What follows belongs to an exercise in optimizing a design on an open flow for small area; a production flow would make more cautious choices. RTL that was checked went through simulation tests only; none was proved equivalent to the original. Power and IR drop assume default switching activity.

==> inputs of build 38 <==
Design blockGame, start of the top module:
module blockGame(board_clk, rst, VGA_R, VGA_G, VGA_B, hsync, vsync, clk, blank_n, up, down, left, right, levelselect1, levelselect2);
input board_clk, rst;
input up, down, left, right;
input levelselect1, levelselect2;
output hsync, vsync, clk, blank_n;
output [7:0] VGA_R, VGA_G, VGA_B;
function automatic inxc(input [9:0] xx, input [9:0] b, input [9:0] w);
	inxc = (xx > b) && (xx < b + w);
endfunction
function automatic inx(input [9:0] xx, input [9:0] b, input [9:0] w);
	reg [10:0] c; reg [9:0] d; integer i;
	begin
		c[0] = 1'b0;
		for (i = 0; i < 10; i = i + 1) begin
			d[i] = xx[i] ^ ~b[i] ^ c[i];
			c[i+1] = (xx[i] & ~b[i]) | (xx[i] & c[i]) | (~b[i] & c[i]);
		end
		inx = c[10] && (d < w - 10'd1);
	end
endfunction
function automatic [9:0] add10(input [9:0] p, input [9:0] q);
	reg c; integer i;
	begin
		c = 1'b0;
		for (i = 0; i < 10; i = i + 1) begin
			add10[i] = p[i] ^ q[i] ^ c;
			c = (p[i] & q[i]) | (p[i] & c) | (q[i] & c);
		end
	end
endfunction
function automatic [8:0] add9(input [8:0] p, input [8:0] q);
	reg c; integer i;
	begin
		c = 1'b0;
		for (i = 0; i < 9; i = i + 1) begin
			add9[i] = p[i] ^ q[i] ^ c;
			c = (p[i] & q[i]) | (p[i] & c) | (q[i] & c);
		end
	end
endfunction
function automatic [6:0] add7(input [6:0] p, input [6:0] q);
	reg c; integer i;
	begin
		c = 1'b0;
		for (i = 0; i < 7; i = i + 1) begin
			add7[i] = p[i] ^ q[i] ^ c;
			c = (p[i] & q[i]) | (p[i] & c) | (q[i] & c);
		end
	end
endfunction
function automatic [7:0] add8(input [7:0] p, input [7:0] q);
	reg c; integer i;
	begin
		c = 1'b0;
		for (i = 0; i < 8; i = i + 1) begin
			add8[i] = p[i] ^ q[i] ^ c;
			c = (p[i] & q[i]) | (p[i] & c) | (q[i] & c);
		end
	end
endfunction
function automatic [13:0] inc14c(input [13:0] p, input ci);
	reg c; integer i;
	begin
		c = ci;
		for (i = 0; i < 14; i = i + 1) begin
			inc14c[i] = p[i] ^ c;
  ...
clock: 10.0 ns
lec_check: 0
cap_margin: 0
core_margin: 2
core_utilization: 60
cts_buf_list: sky130_fd_sc_hd__clkbuf_8
cts_cluster_size: 30
slew_margin: 0
run.sh (not shown) runs the stock make flow with config.mk's settings and CLKGATE_MAP_FILE= SYNTH_SCRIPT=/design/flow/synth_recipe.tcl, a recipe that flattens the netlist after the stock synthesis.
==> build 42 (differences from build 38) <==
--- a/flow/design.v
+++ b/flow/design.v
@@ -164,26 +164,26 @@
 reg [7:0] x4a, x4b;	 
 reg [8:0] y1a, y1b;	 
 reg [8:0] y2a, y2b;	 
 reg [8:0] y3a, y3b;	 
 reg [6:0] l2v1y;
 wire [9:0] l1h3x = x1b;
-wire [7:0] l1h1x_1 = x2a;
-wire [7:0] l2h2x = x2b;
+wire [7:0] l1h1x_1 = ~x2a;
+wire [7:0] l2h2x = ~x2b;
 wire [8:0] l2h5x = x3b;
 wire [8:0] l2h1x_1 = x3a;
 wire [8:0] l2h6x = {x4b[6:0], 2'b11};
-wire [8:0] l1v3y = y1b;
-wire [8:0] l1v1y_1 = y1a;
-wire [8:0] l1v5y = y2b;
+wire [8:0] l1v5y = ~y1b;
+wire [8:0] l1v1y_1 = ~y1a;
+wire [8:0] l1v3y = y2b;
 wire [8:0] l2v3y = y3b;
 wire [9:0] l0hx = x1b;
-wire [7:0] l1h1x = x2b;
+wire [7:0] l1h1x = ~x2b;
 wire [8:0] l2h1x = x3b;
 wire [7:0] plx_h = x4b;
-wire [8:0] l1v1y = y1b;
+wire [8:0] l1v1y = ~y1b;
 wire [8:0] l0vy = y2b;
 wire [8:0] ply = y3b;
 reg l1lag2, l1lag4, l1lag5, l1lagv2, l1lagv4, l1lagv6, l2lag3, l2lag4, l2lagv2, l2lagv4, l2lagv5;
 wire c1 = (~l1h1x_1[0] & ~l1h1x_1[3] & ~l1h1x_1[6] & ~l1h1x_1[7]), c3 = (~l1h3x[1] & l1h3x[2] & l1h3x[6]);
 wire l1h_rs3 = ~c1 & ~l1lag2 & c3;
 wire l1h_mv = ~c1 & ~l1lag2 & ~c3 & ~l1lag4 & ~l1lag5;
@@ -233,41 +233,38 @@
 		end
 		if (l2v_rs3) l2lagv4 <= 1'b1;
 	end
 end
 wire px_l = pact_d & (pdir == 2'd2), px_r = pact_d & (pdir == 2'd3);
 wire py_u = pact_d & (pdir == 2'd0), py_d = pact_d & (pdir == 2'd1);
-wire [9:0] nx1 = (a ? l1h_rs3 : (~x1b[0] & ~x1b[1] & ~x1b[2] & ~x1b[3] & ~x1b[5] & ~x1b[6] & ~x1b[8] & ~x1b[9])) ? (a ? 10'd510 : 10'd616) :
-	(a ? l1h_mv : 1'b1) ? add10(x1b, a ? 10'd3 : -10'd7) : x1b;
-wire [7:0] nx2 = (a ? l2h_rs2 : (~x2b[0] & ~x2b[3] & ~x2b[6] & ~x2b[7])) ? (a ? 8'd165 : 8'd215) :
-	(a ? l2h_mv : l1h_mv2) ? add8(x2b, a ? -8'd2 : -8'd3) : x2b;
-wire [8:0] nx3 = (a ? l2h_rs5 : (~x3b[2] & ~x3b[4] & ~x3b[5] & x3b[6])) ? 9'd165 :
-	(a ? l2h_mv : l2h_mv2) ? add9(x3b, a ? 9'd5 : -9'd1) : x3b;
-wire [7:0] nx4 = (a & l2h_rs6) ? 8'd113 :
-	(a ? l2h_mv : (px_l | px_r)) ? add8(x4b, (a | px_l) ? -8'd1 : 8'd1) : x4b;
-wire [8:0] ny1 = (a ? l1v_rs3 : (~y1b[0] & ~y1b[4] & ~y1b[5] & y1b[7])) ? 9'd336 :
-	(a ? l1v_mv : l1v_mv2) ? add9(y1b, a ? 9'd3 : -9'd3) : y1b;
-wire [8:0] ny2 = (a ? l1v_rs5 : (~y2b[0] & y2b[3] & y2b[7] & y2b[8])) ? (a ? 9'd300 : 9'd25) :
-	(a ? l1v_mv : 1'b1) ? add9(y2b, a ? -9'd3 : 9'd5) : y2b;
-wire [8:0] ny3 = (a & l2v_rs3) ? 9'd340 :
-	(a ? l2v_mv : (py_u | py_d)) ? add9(y3b, a ? -9'd9 : py_u ? -9'd4 : 9'd4) : y3b;
-wire uu = u1 | u2;
 wire first = ~a & ~s;
+wire ra = rst | a;
+wire fx1 = rst | first | (u1 & l1h_rs3) | (u2 & ~x1b[0] & ~x1b[1] & ~x1b[2] & ~x1b[3] & ~x1b[5] & ~x1b[6] & ~x1b[8] & ~x1b[9]);
+wire fx2 = rst | first | (u1 & l2h_rs2) | (u2 & ~l1h1x[0] & ~l1h1x[3] & ~l1h1x[6] & ~l1h1x[7]);
+wire fx3 = rst | first | (u1 & l2h_rs5) | (u2 & ~x3b[2] & ~x3b[4] & ~x3b[5] & x3b[6]);
+wire fx4 = rst | first | (u1 & l2h_rs6);
+wire fy1 = rst | first | (u1 & l1v_rs5) | (u2 & ~l1v1y[0] & ~l1v1y[4] & ~l1v1y[5] & l1v1y[7]);
+wire fy2 = rst | first | (u1 & l1v_rs3) | (u2 & ~y2b[0] & y2b[3] & y2b[7] & y2b[8]);
+wire fy3 = rst | first | (u1 & l2v_rs3);
+wire mvx1 = (u1 & l1h_mv) | u2;
+wire mvx2 = (u1 & l2h_mv) | (u2 & l1h_mv2);
+wire mvx3 = (u1 & l2h_mv) | (u2 & l2h_mv2);
+wire mvx4 = (u1 & l2h_mv) | (u2 & (px_l | px_r));
+wire mvy1 = (u1 & l1v_mv) | (u2 & l1v_mv2);
+wire mvy2 = (u1 & l1v_mv) | u2;
+wire mvy3 = (u1 & l2v_mv) | (u2 & (py_u | py_d));
+wire [9:0] nx1 = fx1 ? (ra ? 10'd510 : first ? 10'd566 : 10'd616) : mvx1 ? add10(x1b, a ? 10'd3 : -10'd7) : x1b;
+wire [7:0] nx2 = fx2 ? ~(ra ? 8'd165 : 8'd215) : add8(x2b, mvx2 ? (a ? 8'd2 : 8'd3) : 8'd0);
+wire [8:0] nx3 = fx3 ? 9'd165 : mvx3 ? add9(x3b, a ? 9'd5 : -9'd1) : x3b;
+wire [7:0] nx4 = fx4 ? (ra ? 8'd113 : 8'd18) : mvx4 ? add8(x4b, (a | px_l) ? -8'd1 : 8'd1) : x4b;
+wire [8:0] ny1 = fy1 ? ~(ra ? 9'd300 : 9'd336) : add9(y1b, mvy1 ? 9'd3 : 9'd0);
+wire [8:0] ny2 = fy2 ? (ra ? 9'd336 : first ? 9'd75 : 9'd25) : add9(y2b, mvy2 ? (a ? 9'd3 : 9'd5) : 9'd0);
+wire [8:0] ny3 = fy3 ? (ra ? 9'd340 : 9'd385) : mvy3 ? add9(y3b, a ? -9'd9 : py_u ? -9'd4 : 9'd4) : y3b;
 always @(posedge board_clk) begin
 	x1b <= x1a; x2b <= x2a; x3b <= x3a; x4b <= x4a; y1b <= y1a; y2b <= y2a; y3b <= y3a;
-	if (rst) begin
-		x1a <= 10'd510; x2a <= 8'd165; x3a <= 9'd165; x4a <= 8'd113;
-		y1a <= 9'd336;  y2a <= 9'd300; y3a <= 9'd340;
-	end else if (first) begin
-		x1a <= 10'd566; x2a <= 8'd215; x3a <= 9'd165; x4a <= 8'd18;
-		y1a <= 9'd336;  y2a <= 9'd75;  y3a <= 9'd385;
-	end else if (uu) begin
-		x1a <= nx1; x2a <= nx2; x3a <= nx3; x4a <= nx4; y1a <= ny1; y2a <= ny2; y3a <= ny3;
-	end else begin
-		x1a <= x1b; x2a <= x2b; x3a <= x3b; x4a <= x4b; y1a <= y1b; y2a <= y2b; y3a <= y3b;
-	end
+	x1a <= nx1; x2a <= nx2; x3a <= nx3; x4a <= nx4; y1a <= ny1; y2a <= ny2; y3a <= ny3;
 end
 function automatic inxw(input [9:0] xx, input [9:0] b, input [9:0] wa, input [9:0] wb, input ph);
 	reg [10:0] c; reg [9:0] d; integer i;
 	begin
 		c[0] = 1'b0;
 		for (i = 0; i < 10; i = i + 1) begin
@@ -275,28 +272,28 @@
 			c[i+1] = (xx[i] & ~b[i]) | (xx[i] & c[i]) | (~b[i] & c[i]);
 		end
 		inxw = c[10] && (ph ? (d < wb - 10'd1) : (d < wa - 10'd1));
 	end
 endfunction
 wire cx1 = inxw(x, x1a, 10'd20, 10'd50, a);
-wire cx2 = inxw(x, {2'b0, x2a}, 10'd15, 10'd20, a);
+wire cx2 = inxw(x, {2'b0, ~x2a}, 10'd15, 10'd20, a);
 wire cx3 = inxw(x, {1'b0, x3a}, 10'd25, 10'd15, a);
 wire cx4 = inxw(x, {x4a, 2'b11}, 10'd25, 10'd20, a);
-wire cy1 = inxw(y, {1'b0, y1a}, 10'd20, 10'd20, a);
+wire cy1 = inxw(y, {1'b0, ~y1a}, 10'd20, 10'd20, a);
 wire cy2 = inxw(y, {1'b0, y2a}, 10'd20, 10'd50, a);
 wire cy3 = inxw(y, {1'b0, y3a}, 10'd20, 10'd20, a);
 reg kx1, kx2, kx3, kx4, ky1, ky2, ky3;	 
 always @(posedge board_clk) begin
 	kx1 <= cx1; kx2 <= cx2; kx3 <= cx3; kx4 <= cx4; ky1 <= cy1; ky2 <= cy2; ky3 <= cy3;
 end
 wire xl1h3 = kx1, xl0h = cx1;
 wire xl2h2 = kx2, xl1h1 = cx2;
 wire xl2h5 = kx3, xl2h1 = cx3;
 wire xl2h6 = kx4, xpl = cx4;
-wire yl1v3 = ky1, yl1v1 = cy1;
-wire yl1v5 = ky2, yl0v = cy2;
+wire yl1v5 = ky1, yl1v1 = cy1;
+wire yl1v3 = ky2, yl0v = cy2;
 wire yl2v3 = ky3, ypl = cy3;
 wire yl2v1 = inx(y, {3'b0, l2v1y}, 10'd10);
 wire player = xpl && ypl;
 wire l0_v = inxc(x, 10'd300, 10'd50) && yl0v;
 wire l0_h = xl0h && inxc(y, 10'd249, 10'd50);
 wire l0_s = inxc(x, 10'd515, 10'd50) && inxc(y, 10'd100, 10'd50);
@@ -346,29 +343,25 @@
 wire f012 = fb0 | fb1 | fb2;
 wire f04 = f012 | fb34;
 wire f011 = f04 | fb56 | fb79 | fb1011;
 wire fall = f011 | fb1215;
 wire f1015 = fb1011 | fb1215;
 wire f711 = fb79 | fb1011;
-reg [1:0] cs;	 
-reg win, game_over;
+reg cw, cl, cd;
 wire goal = player & end_zone;
 wire hitbox = player & (border | fall);
 always @(posedge board_clk) if (clk_en) begin
 	if (rst) begin
-		cs <= 2'd0; win <= 1'b0; game_over <= 1'b0;
+		cw <= 1'b0; cl <= 1'b0; cd <= 1'b0;
 	end else begin
-		if (cs == 2'd0) cs <= goal ? 2'd1 : hitbox ? 2'd2 : 2'd0;
-		case (cs)
-			2'd0: begin win <= 1'b0; game_over <= 1'b0; end
-			2'd1: win <= 1'b1;
-			2'd2: game_over <= 1'b1;
-			default: ;
-		endcase
+		cw <= cw | (~cl & goal);
+		cl <= cl | (~cw & ~goal & hitbox);
+		cd <= cw | cl;
 	end
 end
+wire win = cw & cd, game_over = cl & cd;
 reg R, G, B;
 always @(posedge board_clk) if (clk_en) begin
 	if (game_over) begin
 		R <= screen & ~go_text; G <= 1'b0; B <= 1'b0;
 	end else if (win) begin
 		R <= 1'b0; G <= screen & ~win_text; B <= 1'b0;
==> flow/flow/run.sh (new file) <==
#!/bin/bash
# The standard layout (standard.sh), with two changes to how it is made:
#  - the port buffers use the smallest buffer cell (buf_1) instead of ORFS's default choice;
#  - clock tree synthesis clusters up to 16 flip-flops within 60 um per clkbuf_8 buffer and inserts no
#    dummy loads (the same arguments ORFS passes otherwise).
# The make output goes to standard.log in this folder; ORFS keeps each step's own log
# under orfs/logs.
set -euo pipefail
export BUFFER_PORTS_ARGS="-buffer_cell sky130_fd_sc_hd__buf_1"
export CTS_ARGS="-sink_clustering_enable -repair_clock_nets -sink_clustering_size 16 -sink_clustering_max_diameter 60 -dont_use_dummy_load -buf_list sky130_fd_sc_hd__clkbuf_8"
bash standard.sh > standard.log 2>&1
==> flow/standard.sh (new file) <==
#!/bin/bash
# synth_recipe.tcl (not shown) runs the flow's synth.tcl, then flattens the netlist and writes it again
# the make line also repeats each setting of config.mk as NAME=value (left out here)
make -C /OpenROAD-flow-scripts/flow DESIGN_CONFIG=/design/flow/config.mk WORK_HOME=/design/flow/orfs CLKGATE_MAP_FILE= SYNTH_SCRIPT=/design/flow/synth_recipe.tcl "${@:-finish}"
==> flow/config.mk (replaced) <==
export PLATFORM = sky130hd
export DESIGN_NAME = blockGame
export DESIGN_NICKNAME = blockGame
export VERILOG_FILES = /design/flow/design.v
export SDC_FILE = /design/flow/constraint.sdc
export NUM_CORES = 4
export LEC_CHECK = 0
export CAP_MARGIN = 20
export CORE_MARGIN = 2
export CORE_UTILIZATION = 40
export SLEW_MARGIN = 20
removed: flow/run.sh
==> trial 76 (differences from build 38) <==
==> flow/config.mk (replaced) <==
export PLATFORM = sky130hd
export DESIGN_NAME = blockGame
export DESIGN_NICKNAME = blockGame
export VERILOG_FILES = /design/flow/design.v
export SDC_FILE = /design/flow/constraint.sdc
export NUM_CORES = 4
export LEC_CHECK = 0
export CAP_MARGIN = 20
export CORE_MARGIN = 2
export CORE_UTILIZATION = 40
export CTS_CLUSTER_DIAMETER = 100
export CTS_CLUSTER_SIZE = 30
export SLEW_MARGIN = 20
==> build 81 (differences from build 38) <==
--- a/flow/design.v
+++ b/flow/design.v
@@ -346,29 +346,25 @@
 wire f012 = fb0 | fb1 | fb2;
 wire f04 = f012 | fb34;
 wire f011 = f04 | fb56 | fb79 | fb1011;
 wire fall = f011 | fb1215;
 wire f1015 = fb1011 | fb1215;
 wire f711 = fb79 | fb1011;
-reg [1:0] cs;	 
-reg win, game_over;
+reg cw, cl, cd;
 wire goal = player & end_zone;
 wire hitbox = player & (border | fall);
 always @(posedge board_clk) if (clk_en) begin
 	if (rst) begin
-		cs <= 2'd0; win <= 1'b0; game_over <= 1'b0;
+		cw <= 1'b0; cl <= 1'b0; cd <= 1'b0;
 	end else begin
-		if (cs == 2'd0) cs <= goal ? 2'd1 : hitbox ? 2'd2 : 2'd0;
-		case (cs)
-			2'd0: begin win <= 1'b0; game_over <= 1'b0; end
-			2'd1: win <= 1'b1;
-			2'd2: game_over <= 1'b1;
-			default: ;
-		endcase
+		cw <= cw | (~cl & goal);
+		cl <= cl | (~cw & ~goal & hitbox);
+		cd <= cw | cl;
 	end
 end
+wire win = cw & cd, game_over = cl & cd;
 reg R, G, B;
 always @(posedge board_clk) if (clk_en) begin
 	if (game_over) begin
 		R <= screen & ~go_text; G <= 1'b0; B <= 1'b0;
 	end else if (win) begin
 		R <= 1'b0; G <= screen & ~win_text; B <= 1'b0;
==> flow/config.mk (replaced) <==
export PLATFORM = sky130hd
export DESIGN_NAME = blockGame
export DESIGN_NICKNAME = blockGame
export VERILOG_FILES = /design/flow/design.v
export SDC_FILE = /design/flow/constraint.sdc
export NUM_CORES = 4
export LEC_CHECK = 0
export CAP_MARGIN = 20
export CORE_MARGIN = 2
export CORE_UTILIZATION = 40
export CTS_CLUSTER_DIAMETER = 90
export CTS_CLUSTER_SIZE = 25
export SLEW_MARGIN = 20
==> PnR_summary.wiki <==
{| class="wikitable"
! Metric !! Value
|-
| Run status || complete, no violations
|-
| Filler Cells Inserted || 3,492
|-
| Estimated wirelength of the detail-placed design || 32,000 um
|-
| CTS HTree Levels || 1
|-
| # placed instances || 2,045
|-
| Fraction of the yosys area taken by sequential cells || 31.1%
|-
| Clock slew at the register clock pins of the worst setup and hold paths || 120 ps
|-
| DR vias || 12,127
|-
| Final WS setup || 4960 ps
|}
the above is filed under trial 76

==> PnR_summary.wiki <==
{| class="wikitable"
! Metric !! Value
|-
| Run status || complete, no violations
|-
| Die Span Y || 158 um
|-
| Filler Cells Inserted || 1,966
|-
| Final WS setup || 4680 ps
|-
| Clock slew at the register clock pins of the worst setup and hold paths || 60 ps
|-
| Post-route cell area || 15,500 um^2
|-
| Clock network latency to the later pin of the worst-skew pair || 570 ps
|-
| CTS HTree Levels || 2
|-
| Met1 GRT Util || 46.8%
|-
| Slowest cell on crit path || sky130_fd_sc_hd__a2111oi_0
|-
| Number of clock buffers inserted by TritonCTS || 37
|-
| DR vias || 12,491
|-
| Post-synthesis area per instance || 8.65 um^2
|-
| # placed instances || 1,908
|-
| Portion of netlist area occupied by mux cells || 1.86%
|-
| Fraction of the yosys area taken by sequential cells || 31.1%
|-
| Buffering stage count on the worst path with inverters included || 6
|-
| Slew at the pin closest to its max-slew limit || 1280 ps
|}
the above is filed under build 38

==> PnR_summary.wiki <==
{| class="wikitable"
! Metric !! Value
|-
| Hold Startpoint || x1a[7]
|-
| Final WS setup || 5100 ps
|-
| Clock slew at the register clock pins of the worst setup and hold paths || 90 ps
|-
| Fraction of the yosys area taken by sequential cells || 30.9%
|-
| Run status || complete, no violations
|-
| Met1 layer wirelength in the final routing || 18,700 um
|-
| Estimated wirelength of the detail-placed design || 31,600 um
|-
| CTS HTree Levels || 1
|-
| # placed instances || 2,041
|-
| Met2 Usage GRT || 37.8%
|-
| DR vias || 12,110
|}
the above is filed under build 81

==> PnR_summary.wiki <==
{| class="wikitable"
! Metric !! Value
|-
| Detail-routed net length per standard cell || 21.2 um
|-
| Final WS setup || 4620 ps
|-
| Clock slew at the register clock pins of the worst setup and hold paths || 100 ps
|-
| Fraction of the yosys area taken by sequential cells || 32.1%
|-
| Estimated wirelength of the detail-placed design || 31,100 um
|-
| DR vias || 11,622
|-
| CTS HTree Levels || 1
|-
| Worst R2R Setup Slack || 4620 ps
|-
| Ratio of cells with drive above 1 in the final layout || 5.85%
|-
| Register share of total power || 59.1%
|-
| # placed instances || 1,961
|-
| Run status || complete, no violations
|-
| Netlist area before placement || 13,600 um^2
|-
| Filler Cells Inserted || 3,389
|-
| Combinational logic power || 0.124 mW
|}
the above is filed under build 42

Function not checked in build 38, trial 76 and build 81: the RTL went through the layout flow alone.

## static timing again, ports no longer ideal
How much do the figures lean on ideal ports? The routed layouts below were timed once more, with nothing changed but the port constraints. Step 1 (the two cells are an assumption about what drives the block):
set clk [get_ports {board_clk}]
set_driving_cell -lib_cell sky130_fd_sc_hd__clkbuf_16 $clk
set_driving_cell -lib_cell sky130_fd_sc_hd__buf_2 [delete_from_list [all_inputs] $clk]
Step 2 times the ports against the registers' clock, not the clock port: input delays grow and output delays shrink by t, the midpoint of the rising clock arrivals with the driver on. Slacks: ideal / step 1 / step 2; pairs: ideal / step 1.
run | t (ns) | slack for setup (ns) | worst setup path after step 2 | clock arrival spread, ns | worst slew at a driven data input, ns
build 38 | 0.599 | 4.682 / 4.682 / 4.682 | register to register | 0.026 / 0.026 | 0.03
build 42 | 0.592 | 4.621 / 4.621 / 4.621 | register to register | 0.094 / 0.094 | 0.04
trial 76 | 0.552 | 4.958 / 4.958 / 4.958 | register to register | 0.026 / 0.026 | 0.03
build 81 | 0.555 | 5.102 / 5.102 / 5.102 | register to register | 0.038 / 0.038 | 0.03
After both steps setup and hold are still met in every run listed.
